What follows belongs to an exercise in optimizing a design on an open flow for small area; a production flow would make more cautious choices.
The RTL was checked by simulation tests, not by an equivalence proof against the original design.
No activity file was given, so power comes from the tool's default toggle rates.

blue:
==> module ALU_TimeTagger, before the edit <==
module ALU_TimeTagger(
    input clk,
    input clear,
    input count,
    input [5:0] dets,
    input [15:0] CoinWindow,
    input [23:0] tA, tB,
    output [31:0] C_0, C_1, C_2, C_3, C_4, C_5,
    output [31:0] CC_01, CC_02, CC_03, CC_04, CC_05,
    output [31:0] CC_12, CC_13, CC_14, CC_15,
    output [31:0] CC_23, CC_24, CC_25,
    output [31:0] CC_34, CC_35,
    output [31:0] CC_45
    );
    function geq;
        input [23:0] x, y;
        input [15:0] w;
        reg [23:0] a, s, c;
        reg [24:0] k;
        integer n;
        begin
            a = {8'd0, w};
            s = x ^ a ^ ~y;
            c = (x & a) | (x & ~y) | (a & ~y);
            k[1] = s[0];
            for (n = 1; n < 24; n = n + 1)
                k[n+1] = (s[n] & c[n-1]) | (s[n] & k[n]) | (c[n-1] & k[n]);
            geq = k[24] | c[23];
        end
    endfunction
    reg       countR;
    reg [5:0] detsR;
    reg       coincidence;
    always @(posedge clk) begin
        countR      <= count;
        detsR       <= dets;
        coincidence <= geq(tB, tA, CoinWindow) & geq(tA, tB, CoinWindow);
    end
    wire [14:0] pair;
    genvar i, j;
    generate
        for (i = 0; i < 6; i = i + 1) begin : gi
            for (j = i + 1; j < 6; j = j + 1) begin : gj
                assign pair[i*(11-i)/2 + j - i - 1] =
                    detsR == ((6'd1 << i) | (6'd1 << j));
            end
        end
    endgenerate
    wire [29:0] c [0:5];
    wire [29:0] cc [0:14];
    generate
        for (i = 0; i < 6; i = i + 1) begin : gc
            TT_counter u (.clk(clk), .clear(clear), .inc(countR & detsR[i]), .q(c[i]));
        end
        for (i = 0; i < 15; i = i + 1) begin : gcc
            TT_counter u (.clk(clk), .clear(clear), .inc(countR & coincidence & pair[i]), .q(cc[i]));
        end
    endgenerate
    assign C_0 = {2'b0, c[0]};
    assign C_1 = {2'b0, c[1]};
    assign C_2 = {2'b0, c[2]};
    assign C_3 = {2'b0, c[3]};
    assign C_4 = {2'b0, c[4]};
    assign C_5 = {2'b0, c[5]};
    assign CC_01 = {2'b0, cc[0]};
    assign CC_02 = {2'b0, cc[1]};
    assign CC_03 = {2'b0, cc[2]};
    assign CC_04 = {2'b0, cc[3]};
    assign CC_05 = {2'b0, cc[4]};
    assign CC_12 = {2'b0, cc[5]};
    assign CC_13 = {2'b0, cc[6]};
    assign CC_14 = {2'b0, cc[7]};
    assign CC_15 = {2'b0, cc[8]};
    assign CC_23 = {2'b0, cc[9]};
    assign CC_24 = {2'b0, cc[10]};
    assign CC_25 = {2'b0, cc[11]};
    assign CC_34 = {2'b0, cc[12]};
    assign CC_35 = {2'b0, cc[13]};
    assign CC_45 = {2'b0, cc[14]};
endmodule
==> module TT_counter, before the edit <==
module TT_counter(
    input clk,
    input clear,
    input inc,
    output reg [29:0] q
    );
    reg pend;
    wire [15:0] tl, th;
    assign tl[0] = inc;
    assign th[0] = pend;
    genvar i;
    generate
        for (i = 0; i < 15; i = i + 1) begin : g
            assign tl[i+1] = tl[i] & q[i];
            assign th[i+1] = th[i] & q[15+i];
        end
    endgenerate
    always @(posedge clk) begin
        q    <= {30{~clear}} & (q ^ {th[14:0], tl[14:0]});
        pend <= tl[15];
    end
endmodule
clock: 6.0 ns
lec_check: 0
cap_margin: 20
core_margin: 2
core_utilization: 40
slew_margin: 20
standard.sh (not shown) runs the stock make flow with config.mk's settings and CLKGATE_MAP_FILE= SYNTH_SCRIPT=/design/flow/synth_recipe.tcl, a recipe that flattens the netlist after the stock synthesis.
==> flow/flow/run.sh <==
#!/bin/bash
# The standard layout (standard.sh) with two changes:
# - the port buffers that buffer_ports adds use the smallest buffer cell;
# - the clock tree uses clkbuf_4 buffers on sink clusters of at most 10
#   flip-flops within 50 um, without dummy loads.
# Each tool's full output is in the ORFS logs under orfs/logs/; make's own
# output is in standard.log.
export BUFFER_PORTS_ARGS="-buffer_cell sky130_fd_sc_hd__buf_1"
export CTS_ARGS="-sink_clustering_enable -repair_clock_nets -dont_use_dummy_load -buf_list sky130_fd_sc_hd__clkbuf_4 -sink_clustering_size 10 -sink_clustering_max_diameter 50"
bash standard.sh > standard.log 2>&1
diff inputs: blue => purple
--- a/flow/design.v
+++ b/flow/design.v
@@ -31,11 +31,11 @@
     endfunction
     reg       countR;
     reg [5:0] detsR;
     reg       coincidence;
     always @(posedge clk) begin
-        countR      <= count;
+        countR      <= count & ~clear;
         detsR       <= dets;
         coincidence <= geq(tB, tA, CoinWindow) & geq(tA, tB, CoinWindow);
     end
     wire [14:0] pair;
     genvar i, j;
@@ -96,11 +96,11 @@
             assign th[i+1] = th[i] & q[15+i];
         end
     endgenerate
     always @(posedge clk) begin
         q    <= {30{~clear}} & (q ^ {th[14:0], tl[14:0]});
-        pend <= tl[15];
+        pend <= ~clear & tl[15];
     end
 endmodule
 `timescale 1ns / 1ps
 module TimeTagger #(parameter [7:0] NTaps = 8'd192)(
     input wire clk,
==> summary.txt <==
purple: PASS, flow complete, no timing, DRC or antenna violations
The multi-input combinational cell count reported for purple is greater than that of blue by about 0.8%.
Looking at blue and purple, the area of the die is a wash.
Compared purple against blue; clock network area share within noise.
From blue to purple the numbers moved as follows: share of the clock period used by the worst path after layout moved up; xor and xnor area share after synthesis level.
Status: register share of the cell area parity (purple, blue)
Layout buffer count excluding clock buffers essentially unchanged between blue and purple.
[purple] post-route met1 wirelength rose 2.4% relative to blue
In the metrics for blue and purple, the one carrying the higher complex-gate fraction of the synthesized area is purple.
Run comparison: blue slowest library cell on the worst path and3_1; purple slowest library cell on the worst path fa_1
blue -> purple: detailed placement HPWL increased by a few percent
Compared with blue, the router placed fewer vias in purple.
Sort blue and purple by peak supply drop asc -> top: purple
Design area: blue vs purple — no meaningful difference
The final reports for purple and blue show relative slew slack higher in the former.

* * *

oak:
The RTL this note starts from:
==> flow/design.v <==
`timescale 1ns / 1ps
module ALU_TimeTagger(
    input clk,
    input clear,
    input count,
    input [5:0] dets,
    input [15:0] CoinWindow,
    input [23:0] tA, tB,
    output [31:0] C_0, C_1, C_2, C_3, C_4, C_5,
    output [31:0] CC_01, CC_02, CC_03, CC_04, CC_05,
    output [31:0] CC_12, CC_13, CC_14, CC_15,
    output [31:0] CC_23, CC_24, CC_25,
    output [31:0] CC_34, CC_35,
    output [31:0] CC_45
    );
    function geq;
        input [23:0] x, y;
        input [15:0] w;
        reg [23:0] a, s, c;
        reg [24:0] k;
        integer n;
        begin
            a = {8'd0, w};
            s = x ^ a ^ ~y;
            c = (x & a) | (x & ~y) | (a & ~y);
            k[1] = s[0];
            for (n = 1; n < 24; n = n + 1)
                k[n+1] = (s[n] & c[n-1]) | (s[n] & k[n]) | (c[n-1] & k[n]);
            geq = k[24] | c[23];
        end
    endfunction
    reg       countR;
    reg [5:0] detsR;
    reg       coincidence;
    always @(posedge clk) begin
        countR      <= count & ~clear;
        detsR       <= dets;
        coincidence <= geq(tB, tA, CoinWindow) & geq(tA, tB, CoinWindow);
    end
    wire [14:0] pair;
    genvar i, j;
    generate
        for (i = 0; i < 6; i = i + 1) begin : gi
            for (j = i + 1; j < 6; j = j + 1) begin : gj
                assign pair[i*(11-i)/2 + j - i - 1] =
                    detsR == ((6'd1 << i) | (6'd1 << j));
            end
        end
    endgenerate
    wire [29:0] c [0:5];
    wire [29:0] cc [0:14];
    generate
        for (i = 0; i < 6; i = i + 1) begin : gc
            TT_counter u (.clk(clk), .clear(clear), .inc(countR & detsR[i]), .q(c[i]));
        end
        for (i = 0; i < 15; i = i + 1) begin : gcc
            TT_counter u (.clk(clk), .clear(clear), .inc(countR & coincidence & pair[i]), .q(cc[i]));
        end
    endgenerate
    assign C_0 = {2'b0, c[0]};
    assign C_1 = {2'b0, c[1]};
    assign C_2 = {2'b0, c[2]};
    assign C_3 = {2'b0, c[3]};
    assign C_4 = {2'b0, c[4]};
    assign C_5 = {2'b0, c[5]};
    assign CC_01 = {2'b0, cc[0]};
    assign CC_02 = {2'b0, cc[1]};
    assign CC_03 = {2'b0, cc[2]};
    assign CC_04 = {2'b0, cc[3]};
    assign CC_05 = {2'b0, cc[4]};
    assign CC_12 = {2'b0, cc[5]};
    assign CC_13 = {2'b0, cc[6]};
    assign CC_14 = {2'b0, cc[7]};
    assign CC_15 = {2'b0, cc[8]};
    assign CC_23 = {2'b0, cc[9]};
    assign CC_24 = {2'b0, cc[10]};
    assign CC_25 = {2'b0, cc[11]};
    assign CC_34 = {2'b0, cc[12]};
    assign CC_35 = {2'b0, cc[13]};
    assign CC_45 = {2'b0, cc[14]};
endmodule
module TT_counter(
    input clk,
    input clear,
    input inc,
    output reg [29:0] q
    );
    reg pend;
    wire [15:0] tl, th;
    assign tl[0] = inc;
    assign th[0] = pend;
    genvar i;
    generate
        for (i = 0; i < 15; i = i + 1) begin : g
            assign tl[i+1] = tl[i] & q[i];
            assign th[i+1] = th[i] & q[15+i];
        end
    endgenerate
    always @(posedge clk) begin
        q    <= {30{~clear}} & (q ^ {th[14:0], tl[14:0]});
        pend <= ~clear & tl[15];
    end
endmodule
`timescale 1ns / 1ps
module TimeTagger #(parameter [7:0] NTaps = 8'd192)(
    input wire clk,
    input wire [5:0] det,
    input wire [7:0] fine0,
    input wire [7:0] fine1,
    input wire [7:0] fine2,
    input wire [7:0] fine3,
    input wire [7:0] fine4,
    input wire [7:0] fine5,
    output reg enable,
    input wire start,
    input wire a_rst,
    output reg done,
    input wire [31:0] intTime,
    input wire [15:0] samplingWindow,
    input wire [15:0] CoinWindow,
    output wire [31:0] C_0,
    output wire [31:0] C_1,
    output wire [31:0] C_2,
    output wire [31:0] C_3,
    output wire [31:0] C_4,
    output wire [31:0] C_5,
    output wire [31:0] CC_01,
    output wire [31:0] CC_02,
    output wire [31:0] CC_03,
    output wire [31:0] CC_04,
    output wire [31:0] CC_05,
    output wire [31:0] CC_12,
    output wire [31:0] CC_13,
    output wire [31:0] CC_14,
    output wire [31:0] CC_15,
    output wire [31:0] CC_23,
    output wire [31:0] CC_24,
    output wire [31:0] CC_25,
    output wire [31:0] CC_34,
    output wire [31:0] CC_35,
    output wire [31:0] CC_45,
    input wire [15:0] delayTT0,
    input wire [15:0] delayTT1,
    input wire [15:0] delayTT2,
    input wire [15:0] delayTT3,
    input wire [15:0] delayTT4,
    input wire [15:0] delayTT5
    );
    reg [15:0] remLo, remHi;   
    reg        remBorrow;      
    reg [15:0] winLeft;        
    reg [17:0] base;           
    reg        winStart;       
    reg [5:0]  dets;           
    reg [23:0] tsLo, tsHi;     
    wire integ   = enable & ~(remLo == 16'd0 & remHi == 16'd0 & ~remBorrow);
    wire count   = enable & (winStart | ~integ);
    wire hasTick = ~winStart;
    wire winEnd  = winLeft == 16'd1;
    wire [16:0] bLo, bHi, bWin;
    assign bLo[0] = 1'b1;
    assign bHi[0] = remBorrow;
    assign bWin[0] = 1'b1;
    genvar i;
    generate
        for (i = 0; i < 16; i = i + 1) begin : gdec
            assign bLo[i+1]  = bLo[i] & ~remLo[i];
            assign bHi[i+1]  = bHi[i] & ~remHi[i];
            assign bWin[i+1] = bWin[i] & ~winLeft[i];
        end
    endgenerate
    wire [5:0] curF = winStart ? 6'd0 : dets;
    wire [5:0] g    = curF | det;
    wire [5:0] gLo  = g & ~(g - 6'd1);
    wire [5:0] gHi  = {g[5], g[4] & ~g[5], g[3] & ~|g[5:4], g[2] & ~|g[5:3],
                       g[1] & ~|g[5:2], g[0] & ~|g[5:1]};
    wire wLo = winStart | |(gLo & det);
    wire wHi = winStart | |(gHi & det);
    wire [5:0] sLo = hasTick ? gLo : 6'd0;
    wire [5:0] sHi = hasTick ? gHi : 6'd0;
    function [23:0] sel_ts;
        input [5:0] s;
        input [17:0] b;
        input [15:0] d0, d1, d2, d3, d4, d5;
        input [7:0]  f0, f1, f2, f3, f4, f5;
        reg [15:0] d;
        reg [7:0]  f;
        begin
            d = ({16{s[0]}} & d0) | ({16{s[1]}} & d1) | ({16{s[2]}} & d2) |
                ({16{s[3]}} & d3) | ({16{s[4]}} & d4) | ({16{s[5]}} & d5);
            f = ({8{s[0]}} & f0) | ({8{s[1]}} & f1) | ({8{s[2]}} & f2) |
                ({8{s[3]}} & f3) | ({8{s[4]}} & f4) | ({8{s[5]}} & f5);
            sel_ts = {b, 6'd0} + {8'd0, d} - {16'd0, f};
        end
    endfunction
    wire [23:0] newLo = sel_ts(sLo, base, delayTT0, delayTT1, delayTT2, delayTT3, delayTT4, delayTT5,
                               fine0, fine1, fine2, fine3, fine4, fine5);
    wire [23:0] newHi = sel_ts(sHi, base, delayTT0, delayTT1, delayTT2, delayTT3, delayTT4, delayTT5,
                               fine0, fine1, fine2, fine3, fine4, fine5);
    reg [1:0] fin;   
    always @(posedge clk) begin
        if (a_rst) begin
            enable <= 1'b0;
            done   <= 1'b0;
            fin    <= 2'd0;
        end else begin
            fin <= {fin[0], enable & ~integ};
            if (!enable) begin
                if (start) begin
                    enable <= 1'b1;
                    done   <= 1'b0;
                end
            end else if (!integ) begin
                enable <= 1'b0;
            end
            if (fin[1])
                done <= 1'b1;
        end
        if (!enable) begin
            remLo     <= intTime[15:0];
            remHi     <= intTime[31:16];
            remBorrow <= 1'b0;
            winLeft   <= samplingWindow;
            base      <= 18'd0;
            winStart  <= 1'b0;
            dets      <= 6'd0;
        end else begin
            remLo     <= remLo ^ bLo[15:0];
            remHi     <= remHi ^ bHi[15:0];
            remBorrow <= bLo[16];
            if (integ) begin
                winStart <= winEnd;
                if (winEnd) begin
                    winLeft <= samplingWindow;
                    base    <= 18'd0;
                end else begin
                    winLeft <= winLeft ^ bWin[15:0];
                    if (hasTick)
                        base <= base + 18'd3;
                end
                dets <= g;
                if (wLo)
                    tsLo <= newLo;
                if (wHi)
                    tsHi <= newHi;
            end
        end
    end
    ALU_TimeTagger ALU_TimeTagger1(
        .clk(clk),
        .clear(~enable & start),
        .count(count),
        .dets(dets),
        .CoinWindow(CoinWindow),
        .tA(tsLo),
        .tB(tsHi),
        .C_0(C_0), .C_1(C_1), .C_2(C_2), .C_3(C_3), .C_4(C_4), .C_5(C_5),
        .CC_01(CC_01), .CC_02(CC_02), .CC_03(CC_03), .CC_04(CC_04), .CC_05(CC_05),
        .CC_12(CC_12), .CC_13(CC_13), .CC_14(CC_14), .CC_15(CC_15),
        .CC_23(CC_23), .CC_24(CC_24), .CC_25(CC_25),
        .CC_34(CC_34), .CC_35(CC_35),
        .CC_45(CC_45)
    );
endmodule
export LEC_CHECK = 0
export CAP_MARGIN = 20
export CORE_MARGIN = 2
export CORE_UTILIZATION = 40
export SLEW_MARGIN = 20
create_clock -name core_clock -period 6.0 [get_ports {clk}]
Scripts as last shown in full above: flow/flow/run.sh
Input-level comparison between pine and oak:
-- flow/design.v --
<<< oak, line 154
    reg [5:0]  dets;           
    reg [23:0] tsLo, tsHi;     
    wire integ   = enable & ~(remLo == 16'd0 & remHi == 16'd0 & ~remBorrow);
    wire count   = enable & (winStart | ~integ);
>>> pine, line 154
    reg [5:0]  dets;           
    reg [23:0] tsLo, tsHi;     
    reg        zLo, zHi;       
    wire integ   = enable & ~(remLo == 16'd0 & remHi == 16'd0 & ~remBorrow);
    wire count   = enable & (winStart | ~integ);
<<< oak, line 175
    wire [5:0] gHi  = {g[5], g[4] & ~g[5], g[3] & ~|g[5:4], g[2] & ~|g[5:3],
                       g[1] & ~|g[5:2], g[0] & ~|g[5:1]};
    wire wLo = winStart | |(gLo & det);
    wire wHi = winStart | |(gHi & det);
    wire [5:0] sLo = hasTick ? gLo : 6'd0;
    wire [5:0] sHi = hasTick ? gHi : 6'd0;
    function [23:0] sel_ts;
        input [5:0] s;
>>> pine, line 176
    wire [5:0] gHi  = {g[5], g[4] & ~g[5], g[3] & ~|g[5:4], g[2] & ~|g[5:3],
                       g[1] & ~|g[5:2], g[0] & ~|g[5:1]};
    wire wLo = hasTick & |(gLo & det);
    wire wHi = hasTick & |(gHi & det);
    function [23:0] sel_ts;
        input [5:0] s;
<<< oak, line 194
        end
    endfunction
    wire [23:0] newLo = sel_ts(sLo, base, delayTT0, delayTT1, delayTT2, delayTT3, delayTT4, delayTT5,
                               fine0, fine1, fine2, fine3, fine4, fine5);
    wire [23:0] newHi = sel_ts(sHi, base, delayTT0, delayTT1, delayTT2, delayTT3, delayTT4, delayTT5,
                               fine0, fine1, fine2, fine3, fine4, fine5);
    reg [1:0] fin;   
>>> pine, line 193
        end
    endfunction
    wire [23:0] newLo = sel_ts(gLo, base, delayTT0, delayTT1, delayTT2, delayTT3, delayTT4, delayTT5,
                               fine0, fine1, fine2, fine3, fine4, fine5);
    wire [23:0] newHi = sel_ts(gHi, base, delayTT0, delayTT1, delayTT2, delayTT3, delayTT4, delayTT5,
                               fine0, fine1, fine2, fine3, fine4, fine5);
    reg [1:0] fin;   
<<< oak, line 225
            winStart  <= 1'b0;
            dets      <= 6'd0;
        end else begin
            remLo     <= remLo ^ bLo[15:0];
>>> pine, line 224
            winStart  <= 1'b0;
            dets      <= 6'd0;
            zLo       <= 1'b1;
            zHi       <= 1'b1;
        end else begin
            remLo     <= remLo ^ bLo[15:0];
<<< oak, line 240
                end
                dets <= g;
                if (wLo)
                    tsLo <= newLo;
                if (wHi)
                    tsHi <= newHi;
            end
        end
>>> pine, line 241
                end
                dets <= g;
                if (winStart) begin
                    zLo <= 1'b1;
                    zHi <= 1'b1;
                end
                if (wLo) begin
                    tsLo <= newLo;
                    zLo  <= 1'b0;
                end
                if (wHi) begin
                    tsHi <= newHi;
                    zHi  <= 1'b0;
                end
            end
        end
<<< oak, line 253
        .dets(dets),
        .CoinWindow(CoinWindow),
        .tA(tsLo),
        .tB(tsHi),
        .C_0(C_0), .C_1(C_1), .C_2(C_2), .C_3(C_3), .C_4(C_4), .C_5(C_5),
        .CC_01(CC_01), .CC_02(CC_02), .CC_03(CC_03), .CC_04(CC_04), .CC_05(CC_05),
>>> pine, line 262
        .dets(dets),
        .CoinWindow(CoinWindow),
        .tA(zLo ? 24'd0 : tsLo),
        .tB(zHi ? 24'd0 : tsHi),
        .C_0(C_0), .C_1(C_1), .C_2(C_2), .C_3(C_3), .C_4(C_4), .C_5(C_5),
        .CC_01(CC_01), .CC_02(CC_02), .CC_03(CC_03), .CC_04(CC_04), .CC_05(CC_05),
### Flow results
- pine finished end to end and its layout was clean on timing, DRC and antenna.
- Of oak and pine, the run reporting the higher later-pin clock latency in the skew report was oak.
- oak vs pine, kind of path behind the tightest hold check: reg -> reg vs in -> reg
- In the flow results for oak and pine, the post-route fraction of the period consumed by the critical path is larger on oak.
- The final-layout clock-cell area share of pine and that of oak are within noise of each other.
- | area share of fa/ha/maj cells after synthesis | higher: oak |
- Synthesized area (higher): pine
- pine ended up with a lower number of stages on the worst setup path than oak did.
- From oak to pine the numbers moved as follows: antenna diode instance count saw an increase; overall power consumption decreased by 0.51% relative to the old numbers.

-- what the ideal ports hide --
No port has a modelled driver above. Below, the same layouts with a new extraction and two added sets of constraints.
Step 1 (the two cells are an assumption about what drives the block):
set clk [get_ports {clk}]
set_driving_cell -lib_cell sky130_fd_sc_hd__clkbuf_16 $clk
set_driving_cell -lib_cell sky130_fd_sc_hd__buf_2 [delete_from_list [all_inputs] $clk]
Step 2 times the ports against the registers' clock, not the clock port: input delays grow and output delays shrink by t, the midpoint of the rising clock arrivals with the driver on.
Slacks: no drivers / after step 1 / after step 2; pairs: no drivers / after step 1.
| run | shift t [ns] | setup WS [ns] | worst register clock-pin slew, ns | pins driven straight from the clock port |
|---|---|---|---|---|
| blue | 0.952 | 1.291 / 1.291 / 0.387 | 0.12 / 0.12 | 1 |
| purple | 0.964 | 0.991 / 0.991 / 0.145 | 0.11 / 0.11 | 1 |
| oak | 0.972 | 0.764 / 0.764 / -0.070 | 0.11 / 0.11 | 1 |
| pine | 0.962 | 0.825 / 0.825 / 0.167 | 0.11 / 0.11 | 1 |
With both steps, setup timing fails in oak, where it was met with ideal ports. For blue, which loses most, drivers alone change the setup slack by 0.000 ns; drivers and shift together by -0.904 ns.
